Background: an optimization exercise with open tools, aiming at small area, a short achievable clock period and few clock cycles per item. Do not read the settings as production practice.
The clock input has no modelled driver; a real chip could not lean on it and would need a root buffer or a full tree.
Power is estimated from default activity; no workload was simulated.

Design functions, start of the top module:
module functions(input clk,
                 input rst,
                 input [7:0] a,
                 input [7:0] b,
                 input start,
                 output wire [9:0] out,
                 output wire busy
                );
    localparam J = 5;
    localparam W = 9 - J;
    wire [6:1] t;
    cbrt root(.a(b), .t(t));
    wire [J+1:0] lo;
    adder #(.J(J)) sum(.A(a), .T(t), .S(lo));
    wire [W-1:0] v = a[7:J] + a[7:J+1];
    reg         a0_q;
    reg [J-1:0] lo_q;
    reg [1:0]   c_q;
    reg [W-1:0] v_q;
    always @(posedge clk)
        if (rst) begin
            a0_q <= 1'b0;
            lo_q <= 0;
            c_q  <= 2'd0;
            v_q  <= 0;
        end else if (start) begin
            a0_q <= a[0];
            lo_q <= lo[J-1:0];
            c_q  <= lo[J+1:J];
            v_q  <= v;
        end
    reg [W-1:0] hi;
    reg ones0, ones1;
    integer i;
    always @(*) begin
        ones0 = 1'b1;
        ones1 = 1'b1;
        for (i = 0; i < W; i = i + 1) begin
            hi[i] = v_q[i] ^ ((c_q[0] & ones0) | (c_q[1] & ones1 & (i > 0)));
            ones0 = ones0 & v_q[i];
            if (i > 0) ones1 = ones1 & v_q[i];
        end
    end
    assign out  = {hi, lo_q, a0_q};
    assign busy = 1'b0;
endmodule
For scale: ~12 flip-flops, ~30 I/O pins.
==> module functions, before the edit <==
module functions(input clk,
                 input rst,
                 input [7:0] a,
                 input [7:0] b,
                 input start,
                 output wire [9:0] out,
                 output wire busy
                );
    localparam J = 5;
    localparam W = 9 - J;
    wire [6:1] t;
    cbrt root(.a(b), .t(t));
    wire [J+1:0] lo;
    adder #(.J(J)) sum(.A(a), .T(t), .S(lo));
    wire [W-1:0] v = a[7:J] + a[7:J+1];
    reg         a0_q;
    reg [J-1:0] lo_q;
    reg [1:0]   c_q;
    reg [W-1:0] v_q;
    always @(posedge clk)
        if (rst) begin
            a0_q <= 1'b0;
            lo_q <= 0;
            c_q  <= 2'd0;
            v_q  <= 0;
        end else if (start) begin
            a0_q <= a[0];
            lo_q <= lo[J-1:0];
            c_q  <= lo[J+1:J];
            v_q  <= v;
        end
    reg [W-1:0] hi;
    reg ones0, ones1;
    integer i;
    always @(*) begin
        ones0 = 1'b1;
        ones1 = 1'b1;
        for (i = 0; i < W; i = i + 1) begin
            hi[i] = v_q[i] ^ ((c_q[0] & ones0) | (c_q[1] & ones1 & (i > 0)));
            ones0 = ones0 & v_q[i];
            if (i > 0) ones1 = ones1 & v_q[i];
        end
    end
    assign out  = {hi, lo_q, a0_q};
    assign busy = 1'b0;
endmodule
export LEC_CHECK = 0
export CAP_MARGIN = 20
export CORE_AREA = 4 4 66 66
export DIE_AREA = 0 0 70 70
export SLEW_MARGIN = 20
create_clock -name core_clock -period 5.5 [get_ports {clk}]
standard.sh (not shown) runs the stock make flow with config.mk's settings and CLKGATE_MAP_FILE= SYNTH_SCRIPT=/design/flow/synth_recipe.tcl, a recipe that flattens the netlist after the stock synthesis.
==> flow/flow/run.sh <==
#!/bin/bash
# The standard layout (standard.sh), with three changes:
#  - synthesis maps the logic with its own delay-driven ABC script
#    (flow/abc.script) and leaves adders to ABC instead of ORFS's
#    full/half-adder cells;
#  - the port buffers are the smallest buffer instead of the resizer's
#    default pick (a slow delay buffer);
#  - the clock tree is one buffer (flow/post_cts.tcl).
set -euo pipefail
here=$(pwd)
cat flow/abc_wrap.tcl synth_recipe.tcl > own_synth.tcl
export MY_ABC_SCRIPT=$here/flow/abc.script
export MY_ABC_D=1000
bash standard.sh SYNTH_SCRIPT=$here/own_synth.tcl ADDER_MAP_FILE= \
  BUFFER_PORTS_ARGS="-buffer_cell sky130_fd_sc_hd__buf_1" \
  CTS_ARGS="-sink_clustering_enable -repair_clock_nets -dont_use_dummy_load -buf_list sky130_fd_sc_hd__clkbuf_4 -root_buf sky130_fd_sc_hd__clkbuf_4" \
  POST_CTS_TCL=$here/flow/post_cts.tcl \
  finish > orfs_flow.log 2>&1
Other scripts of this flow, unchanged in this note and not shown: flow/flow/abc.script, flow/flow/abc_wrap.tcl, flow/flow/post_cts.tcl
Next try:
--- a/flow/design.v
+++ b/flow/design.v
@@ -30,5 +30,5 @@
                  output wire busy
                 );
-    localparam J = 5;
+    localparam J = 3;
     localparam W = 9 - J;
     wire [6:1] t;
@@ -36,34 +36,36 @@
     wire [J+1:0] lo;
     adder #(.J(J)) sum(.A(a), .T(t), .S(lo));
+    wire [1:0] c = lo[J+1:J];
     wire [W-1:0] v = a[7:J] + a[7:J+1];
     reg         a0_q;
     reg [J-1:0] lo_q;
-    reg [1:0]   c_q;
-    reg [W-1:0] v_q;
+    reg         sj_q;
+    reg         u_q;
+    reg [W-1:1] v_q;
     always @(posedge clk)
         if (rst) begin
             a0_q <= 1'b0;
             lo_q <= 0;
-            c_q  <= 2'd0;
+            sj_q <= 1'b0;
+            u_q  <= 1'b0;
             v_q  <= 0;
         end else if (start) begin
             a0_q <= a[0];
             lo_q <= lo[J-1:0];
-            c_q  <= lo[J+1:J];
-            v_q  <= v;
+            sj_q <= v[0] ^ c[0];
+            u_q  <= c[1] | (c[0] & v[0]);
+            v_q  <= v[W-1:1];
         end
-    reg [W-1:0] hi;
-    reg ones0, ones1;
+    reg [W-1:1] hi;
+    reg ones;
     integer i;
     always @(*) begin
-        ones0 = 1'b1;
-        ones1 = 1'b1;
-        for (i = 0; i < W; i = i + 1) begin
-            hi[i] = v_q[i] ^ ((c_q[0] & ones0) | (c_q[1] & ones1 & (i > 0)));
-            ones0 = ones0 & v_q[i];
-            if (i > 0) ones1 = ones1 & v_q[i];
+        ones = u_q;
+        for (i = 1; i < W; i = i + 1) begin
+            hi[i] = v_q[i] ^ ones;
+            ones = ones & v_q[i];
         end
     end
-    assign out  = {hi, lo_q, a0_q};
+    assign out  = {hi, sj_q, lo_q, a0_q};
     assign busy = 1'b0;
 endmodule
After rerunning: Sequential power falls by a little under a tenth. Setup slack improved by 0.071 ns. Wire length falls by a little under a tenth. Sequential share of layout area falls by 0.12 points. Via count falls by a few percent. Power falls by roughly a tenth. Cell area falls by a little under a tenth. Global-route usage falls by 0.95 points. Combinational power falls by about a fifth.
Function was not checked in any run of this note: the RTL went through the layout flow alone.

[port drivers added, routing unchanged]
No port has a modelled driver above. Below, the same layouts with a new extraction and two added sets of constraints. Step 1, drivers: a clkbuf_16 drives clk and a buf_2 each remaining input, both assumed. Step 2 adds t to the input delays and takes it off the output delays; t is the mean of the earliest and latest rising clock arrival at the registers after step 1. Input paths then give back, and output paths get back, about the clock's delay inside the block. Slacks: no drivers / after step 1 / after step 2; pairs: no drivers / after step 1.
run | t, ns | setup slack, ns | latest minus earliest clock arrival (ns)
the first run | 0.191 | 3.009 / 3.006 / 2.815 | 0.001 / 0.000
the second run | 0.186 | 3.081 / 3.062 / 2.991 | 0.001 / 0.001
After both steps every run listed still meets setup and hold. For the first run, which loses most, drivers alone change the setup slack by -0.003 ns; drivers and shift together by -0.194 ns.
